Source: an optimization exercise on an open RTL-to-GDS flow (aim: small area and a short achievable clock period). Production flows keep margins and buffers that such runs may drop.
Function was checked by simulation only, so behaviour that the tests miss may differ from the original.
Power figures rest on the tool's default switching activity, not on a simulated workload.

## JK
Design fir, start of the top module:
module fir(
    input clk,
    input signed [15:0] noisy_signal,
    output signed [15:0] filtered_signal
);
    reg [15:0] r0;
    reg [15:0] r1;
    reg [15:0] r2;
    reg [15:0] r3;
    reg [15:0] r4;
    reg [15:0] r5;
    reg [15:0] r6;
    reg [15:0] r7;
    reg [15:0] r8;
    reg [16:0] p0_0;
    reg [16:0] p1_0;
    reg rp2_0;
    reg rp2_1;
    reg rp2_2;
    reg rp2_3;
    reg rc2_4;
    reg rp2_5;
    reg rp2_6;
    reg rp2_7;
    reg rp2_8;
    reg rc2_9;
    reg rp2_10;
    reg rp2_11;
    reg rp2_12;
    reg rc2_13;
    reg rp2_14;
    reg rp2_15;
    reg rp2_16;
    reg rc2_17;
    reg rp2_18;
    reg rp2_19;
    reg rp2_20;
    reg rp3_21;
    reg rp3_22;
    reg rp3_23;
    reg rc3_24;
    reg rp3_25;
    reg rp3_26;
    reg rp3_27;
    reg rc3_28;
    reg rp3_29;
    reg rp3_30;
    reg rp3_31;
    reg rc3_32;
    reg rp3_33;
    reg rp3_34;
    reg rp3_35;
    reg rc3_36;
    reg rp3_37;
    reg rp3_38;
    reg rp3_39;
    reg rc3_40;
    reg rp3_41;
    reg rp3_42;
    reg qm2_43;
    reg qm2_44;
    reg qm2_45;
    reg qm2_46;
    reg qm2_47;
    reg qm2_48;
    reg qm2_49;
    reg qm2_50;
    reg qm2_51;
    reg qm2_52;
    reg qm2_53;
    reg qm2_54;
    reg qm2_55;
    reg qm2_56;
    reg qm2_57;
    reg qm2_58;
    reg qm2_59;
    reg qm2_60;
    reg qm2_61;
    reg qm2_62;
    reg qm2_63;
    reg qm2_64;
    reg qm2_65;
    reg qm2_66;
    reg qm2_67;
    reg qm2_68;
    reg qm2_69;
    reg qm2_70;
    reg qm2_71;
    reg qm2_72;
    reg qm2_73;
    reg qm2_74;
    reg qm1_75;
    reg qm1_76;
    reg qm1_77;
    reg qm1_78;
    reg qm1_79;
    reg qm1_80;
    reg qm1_81;
    reg qm1_82;
    reg qm1_83;
    reg qm1_84;
    reg qm1_85;
    reg qm1_86;
    reg qm1_87;
    reg qm1_88;
    reg qm1_89;
    reg qm1_90;
    reg qm1_91;
    reg qm1_92;
    reg qm1_93;
    reg qm1_94;
    reg qm1_95;
    reg qm1_96;
    reg qm1_97;
    reg qm1_98;
    reg qm1_99;
    reg qm1_100;
    reg qm1_101;
    reg qm1_102;
    reg qm1_103;
    reg qm1_104;
    reg qm1_105;
    reg qm1_106;
    reg qm1_107;
  ...
Size in the first run: about 33 I/O pins.
make LEC_CHECK=0 CAP_MARGIN=20 CORE_MARGIN=2 CORE_UTILIZATION=58 CTS_CLUSTER_DIAMETER=100 CTS_CLUSTER_SIZE=25 SETUP_SLACK_MARGIN=3.8 SLEW_MARGIN=20 SYNTH_HIERARCHICAL=1 SYNTH_MINIMUM_KEEP_SIZE=0 finish   # period 6.0 ns
run.sh (not shown) runs the stock make flow with config.mk's settings and CLKGATE_MAP_FILE= SYNTH_SCRIPT=/design/flow/synth_recipe.tcl, a recipe that flattens the netlist after the stock synthesis.
Edits applied to the flow inputs when going from JK to MS:
- CORE_UTILIZATION: 58 -> 65
Notes after the runs:
Comparing JK and MS, the lower area added between synthesis and finish is on JK.
JK → MS: post-route cell area went up; share of cell area taken by flip-flops and latches went down.
Taking JK as the reference, in MS vertical die dimension decreased about 5.4%, detailed route wirelength on metal2 decreased about 3.4%, final setup slack of the worst path did not really move, internal power consumption went up by about 0.7%, met1 layer wirelength in the final routing fell by 5.3%.
Summary of MS over JK: routed wire length went down 1500 um; average wire length per cell after detail routing went down 2.6%.
The inputs of AL differ from those of MS as listed below.
- setting CTS_BUF_LIST to sky130_fd_sc_hd__clkbuf_16 sky130_fd_sc_hd__clkbuf_8 for the first time
- changing CORE_UTILIZATION from 65 to 58
- changing CTS_CLUSTER_DIAMETER from 100 to 60
Findings:
- Total non-filler cell area in the finished layout for AL: about 1.7% up relative to MS
- Delta (AL minus MS): pin count of the biggest net entering global routing down 7.7%, final period utilization down 0.33 points, total wirelength of the detailed-routed design up 1900 um, violation count after the first detailed-route iteration down 33, fraction of area in multi-input gates down 1.2 points.
- Every stage of the flow completed for AL, and the final layout passed the timing, DRC and antenna checks.
What TR does differently from AL at the input level:
- CTS_BUF_LIST removed (was sky130_fd_sc_hd__clkbuf_16 sky130_fd_sc_hd__clkbuf_8)
- CTS_CLUSTER_DIAMETER changed from 60 to 100
- CORE_ASPECT_RATIO newly set to 0.5
--- outcome ---
Comparing TR and AL, the higher count of clock-buffer cells in the layout is on AL.
A worst setup path startpoint of y[4] is what AL shows, while y[2] belongs to TR.
Sequential share of layout area in TR vs AL: up 0.86 points
Clock period minus worst slack, TR and AL, lower one = AL.
The via count of the first global-routing pass on TR is in line with that on AL.
The run showing the smaller met3 wire length is AL.
diff inputs: TR => PW
- CORE_ASPECT_RATIO removed (was 0.5)
- CORE_UTILIZATION changed from 58 to 62
Findings:
The flow did not stop early for PW: all stages ran, and the layout cleared the timing, DRC and antenna checks. Power: PW draws less than TR. PW vs. TR: sequential power saw little to no change; worst hold slack went down; final area went down.


fir again, from the RTL that the note above started with.
clock: 6.0 ns
lec_check: 0
cap_margin: 20
core_margin: 2
core_utilization: 58
cts_cluster_diameter: 100
cts_cluster_size: 25
gpl_routability_driven: 0
setup_slack_margin: 3.8
slew_margin: 20
synth_hierarchical: 1
synth_minimum_keep_size: 0
Change:
- CORE_ASPECT_RATIO: not set -> 2.0
- GPL_ROUTABILITY_DRIVEN: 0 -> not set
Effect:
- clock-buffer cell count stays the same
- maximum frequency fell by 0.61%
- global-route usage increases by 2.0 points
- hold slack loses 0.012 ns
- worst setup slack got worse by 0.014 ns
- area after synthesis does not change
- design area is about the same
- die area barely changes
- flip-flop and latch count does not change
- via count grows by 1.9%
Change:
- CORE_ASPECT_RATIO: 2.0 -> not set
- PLACE_DENSITY: not set -> 0.75
Effect: Worst setup slack is better by 0.0093 ns; design area barely changes; count of clock-buffer cells in the layout stays the same; clock skew came out lower by 0.0050 ns; utilization went down by 0.27 points; cell count is higher by about 0.7%; sequential cell count stays the same.


fir, a different RTL version from the one above (not shown whole).
For scale: about 1400 cells after synthesis, ~540 flip-flops, roughly 33 I/O pins, roughly 22000 sq um of cells after synthesis.
## fir
module fir(
    input clk,
    input signed [15:0] noisy_signal,
    output signed [15:0] filtered_signal
);
clock: 6.0 ns
lec_check: 0
cap_margin: 20
core_margin: 2
core_utilization: 65
cts_cluster_diameter: 100
cts_cluster_size: 20
setup_slack_margin: 4.0
slew_margin: 20
synth_hierarchical: 1
synth_minimum_keep_size: 0
The first run finished clean.
Next try:
- CTS_CLUSTER_SIZE: 20 -> 25
- SETUP_SLACK_MARGIN: 4.0 -> 3.8
The changed run completed without violations; clock skew increases by 0.011 ns; sequential cell count stays the same; wire length drops by 4.0%.

==> separate check: timing with driven ports <==
The results above use ideal ports. As a check the final layouts listed here were re-extracted and re-timed, cells and wires unchanged. Step 1 (the two cells are an assumption about what drives the block):
set clk [get_ports {clk}]
set_driving_cell -lib_cell sky130_fd_sc_hd__clkbuf_16 $clk
set_driving_cell -lib_cell sky130_fd_sc_hd__buf_2 [delete_from_list [all_inputs] $clk]
Step 2 adds t to the input delays and takes it off the output delays; t is the mean of the earliest and latest rising clock arrival at the registers after step 1. Input paths then give back, and output paths get back, about the clock's delay inside the block. Three values: no drivers, after step 1, after step 2; two values: the first two.
run	t, ns	slack for setup (ns)	cell pins on the clock port's net
JK	0.601	3.804 / 3.752 / 3.846	1
MS	0.599	3.804 / 3.752 / 3.841	1
AL	0.601	3.824 / 3.772 / 3.842	1
TR	0.630	3.796 / 3.737 / 3.820	1
PW	0.603	3.801 / 3.747 / 3.860	1
the first run of note 2	0.601	3.804 / 3.752 / 3.846	1
the second run of note 2	0.615	3.790 / 3.733 / 3.801	1
the third run of note 2	0.603	3.800 / 3.747 / 3.833	1
the first run of note 3	0.621	3.788 / 3.736 / 3.835	1
the second run of note 3	0.619	3.797 / 3.746 / 3.812	1
After both steps every run listed still meets setup and hold.
